Source: an optimization exercise on an open RTL-to-GDS flow (aim: small area). Production flows keep margins and buffers that such runs may drop. Where RTL was checked, it was by simulation tests only, not by an equivalence proof against the original. Power is estimated from default activity; no workload was simulated.

==> module TOP_VIEW, before the edit <==
module TOP_VIEW#(parameter alu_width =16)
(
  input wire [alu_width-1:0]    A,B,
  input wire                    clk,rst,
  input wire [3:0]              alu_fun,
  output wire                   arith_flag,carry_out,logic_flag,comp_flag,shift_flag,
  output wire [alu_width-1:0]   arith_out,logic_out,comp_out,shift_out
  );
localparam KS = 5;
localparam P0 = KS % 2;
wire arith_enable, logic_enable, comp_enable, shift_enable;
DECODER_UNIT U_decoder(
  .alu_fun(alu_fun[3:2]),
  .arith_enable(arith_enable),
  .logic_enable(logic_enable),
  .shift_enable(shift_enable),
  .comp_enable(comp_enable)
  );
wire mul_i = arith_enable & alu_fun[1:0] == 2'b10;
wire div_i = arith_enable & alu_fun[1:0] == 2'b11;
wire add_i = arith_enable & alu_fun[1:0] == 2'b00;
wire [16-KS:0] r_mid;
wire [15:KS]   sel_hi;
ARITHMATIC_UNIT #(.KH(15), .KL(KS), .P_TOP((15-KS)%2)) U_arith_hi(
  .A(A), .B(B),
  .mul(mul_i), .div(div_i), .add(add_i),
  .r_in((15-KS)%2 == 1),
  .r_out(r_mid),
  .sel(sel_hi)
  );
reg [KS-1:0]   a_lo;
reg [15-KS:0]  h_r;        
reg [15:0]     b_r;
reg [16-KS:0]  r_r;        
reg [1:0]      fun_r;
reg            mul_r, div_r;     
reg            arith_en, logic_en, comp_en, shift_en;
always @(posedge clk) begin
  a_lo  <= A[KS-1:0];
  h_r   <= div_i ? sel_hi : A[15:KS];
  b_r   <= B;
  r_r   <= r_mid;
  fun_r <= alu_fun[1:0];
  mul_r <= mul_i;
  div_r <= div_i;
end
always @(posedge clk or negedge rst) begin
  if (!rst) begin
    arith_en <= 1'b0;
    logic_en <= 1'b0;
    comp_en  <= 1'b0;
    shift_en <= 1'b0;
  end else begin
    arith_en <= arith_enable;
    logic_en <= logic_enable;
    comp_en  <= comp_enable;
    shift_en <= shift_enable;
  end
end
assign arith_flag = arith_en;
assign logic_flag = logic_en;
assign comp_flag  = comp_en;
assign shift_flag = shift_en;
wire [15:0] a_r = {h_r, a_lo};
wire div_sel = fun_r == 2'b11;
wire [16:0] sum_p;
wire [16:0] sum = sum_p ^ {17{P0 == 1}};
wire [KS-1:0] sel_lo;
ARITHMATIC_UNIT #(.KH(KS-1), .KL(0), .P_TOP(1)) U_arith_lo(
  .A(a_r), .B(b_r),
  .mul(mul_r),
  .div(div_r),
  .add(arith_en & fun_r == 2'b00),
  .r_in(r_r),
  .r_out(sum_p),
  .sel(sel_lo)
  );
assign arith_out = arith_en ? (div_sel ? {h_r, sel_lo} : sum[15:0]) : 16'b0;
assign carry_out = arith_en & ~div_sel & sum[16];
LOGIC_UNIT U_logic(
  .A(a_r),
  .B(b_r),
  .logic_enable(logic_en),
  .alu_fun(fun_r),
  .logic_out(logic_out)
  );
comparsion_unit #(.P(P0)) U_comp(
  .diff(sum_p),
  .comp_enable(comp_en),
  .alu_fun(fun_r),
  .comp_out(comp_out)
  );
shift_unit U_shift(
  .A(a_r),
  .B(b_r),
  .shift_enable(shift_en),
  .alu_fun(fun_r),
  .shift_out(shift_out)
  );
endmodule
clock: 36.0 ns
lec_check: 0
cap_margin: 5
core_margin: 2
core_utilization: 40
cts_buf_list: sky130_fd_sc_hd__clkbuf_8
slew_margin: 5
standard.sh (not shown) runs the stock make flow with config.mk's settings and CLKGATE_MAP_FILE= SYNTH_SCRIPT=/design/flow/synth_recipe.tcl, a recipe that flattens the netlist after the stock synthesis.
==> flow/flow/run.sh <==
#!/bin/bash
# Layout flow: the standard flow (standard.sh), with these changes.
#  - Synthesis is the standard flow's synthesis script, except that ABC maps the logic
#    with the area-oriented script in flow/abc_area.script instead of
#    ORFS's default.  Registers are untouched by ABC, so they are the same
#    as in the standard synthesis.
#  - The array's cells (modules ALU_CELL*, ALU_SEL*) keep their hierarchy
#    through ABC, so each is mapped on its own; the netlist is flattened
#    before the layout as usual.
#  - After synthesis, flow/fa_pins.py reconnects full adders whose ripple
#    carry came in at A or B so that it comes in at CIN, the fastest input
#    (the full adder's function is symmetric in its inputs).
#  - Port buffers are sky130_fd_sc_hd__buf_1; the resizer still sizes them
#    up where timing or slew needs it.
# Each tool's output goes to a log file in this folder.
set -euo pipefail
HERE=$(pwd)
FLOWDIR=$HERE/flow

# ORFS's synth.tcl with the abc call replaced
sed 's#^\(\s*\)log_cmd abc {\*}$abc_args$#\1log_cmd abc -script '"$FLOWDIR"'/abc_area.script {*}$lib_args {*}$lib_dont_use_args#' \
  "$FLOW_HOME/scripts/synth.tcl" > "$HERE/synth_area.tcl"
grep -q "abc_area.script {\*}\$lib_args" "$HERE/synth_area.tcl"

# The standard flow's synthesis script, sourcing that copy
sed 's#^source \$::env(SCRIPTS_DIR)/synth.tcl$#source '"$HERE"'/synth_area.tcl#' \
  "$HERE/synth_recipe.tcl" > "$HERE/synth_recipe_area.tcl"
grep -q "synth_area.tcl" "$HERE/synth_recipe_area.tcl"

# standard.sh, using that synthesis script
sed 's#SYNTH_SCRIPT=[^ ]*synth_recipe.tcl#SYNTH_SCRIPT='"$HERE"'/synth_recipe_area.tcl#' \
  "$HERE/standard.sh" > "$HERE/standard_area.sh"
grep -q "synth_recipe_area.tcl" "$HERE/standard_area.sh"

export BUFFER_PORTS_ARGS="-buffer_cell sky130_fd_sc_hd__buf_1"
# the modules named ALU_CELL* and ALU_SEL* in the design
export SYNTH_KEEP_MODULES="$(sed -n 's/^\s*module\s\+\(ALU_\(CELL\|SEL\)\w*\).*/\1/p' "$FLOW_DESIGN" | sort -u | tr '\n' ' ')"
echo "SYNTH_KEEP_MODULES=$SYNTH_KEEP_MODULES" > "$HERE/keep_modules.log"
RESULTS=$HERE/orfs/results/$FLOW_PLATFORM/TOP_VIEW/base
bash "$HERE/standard_area.sh" "$RESULTS/1_2_yosys.v" > "$HERE/flow_synth.log" 2>&1
python3 "$FLOWDIR/fa_pins.py" "$RESULTS/1_2_yosys.v" > "$HERE/fa_pins.log" 2>&1
bash "$HERE/standard_area.sh" > "$HERE/flow.log" 2>&1
Other scripts of this flow, unchanged in this note and not shown: flow/flow/abc_area.script, flow/flow/fa_pins.py
Edit:
--- a/flow/design.v
+++ b/flow/design.v
@@ -186,7 +186,6 @@
 reg [15:0]     b_r;
 reg [16-KS:0]  r_r;        
 reg [1:0]      fun_r;
-reg            mul_r, div_r;     
 reg            arith_en, logic_en, comp_en, shift_en;
 always @(posedge clk) begin
   a_lo  <= A[KS-1:0];
@@ -194,8 +193,6 @@
   b_r   <= B;
   r_r   <= r_mid;
   fun_r <= alu_fun[1:0];
-  mul_r <= mul_i;
-  div_r <= div_i;
 end
 always @(posedge clk or negedge rst) begin
   if (!rst) begin
@@ -221,8 +218,8 @@
 wire [KS-1:0] sel_lo;
 ARITHMATIC_UNIT #(.KH(KS-1), .KL(0), .P_TOP(1)) U_arith_lo(
   .A(a_r), .B(b_r),
-  .mul(mul_r),
-  .div(div_r),
+  .mul(arith_en & fun_r == 2'b10),
+  .div(arith_en & div_sel),
   .add(arith_en & fun_r == 2'b00),
   .r_in(r_r),
   .r_out(sum_p),
=> Clock-buffer cell count falls by 1; sequential share of layout area falls by 0.54 points; core utilization rises by 0.92 points; cell count rises by 0.86%; global-route usage rises by 0.18 points; total power falls by 1.0%; critical path depth rises by 1; wire length is about the same; area after synthesis falls by 1.0%; first-iteration DRC count falls by 31%.
Only the layout flow was run in the second run of this note; the RTL was not checked for function there.

## what the ideal ports hide
The flow's constraints put no driver on any port. The routed layouts listed below were extracted and timed again, unchanged, in two steps.
Step 1 assumes that a clkbuf_16 drives the clock port and a buf_2 every other input.
Step 2 adds t to the input delays and takes it off the output delays; t is the mean of the earliest and latest rising clock arrival at the registers after step 1. Input paths then give back, and output paths get back, about the clock's delay inside the block.
Three values: ideal, step 1, step 2; two values: the first two.
| run | t (ns) | slack for setup (ns) | hold WS [ns] |
|---|---|---|---|
| the first run | 0.331 | 0.698 / 0.671 / 0.851 | 6.693 / 6.687 / 7.018 |
| the second run | 0.336 | 0.758 / 0.728 / 0.907 | 6.698 / 6.699 / 7.035 |
After both steps setup and hold are still met in every run listed.
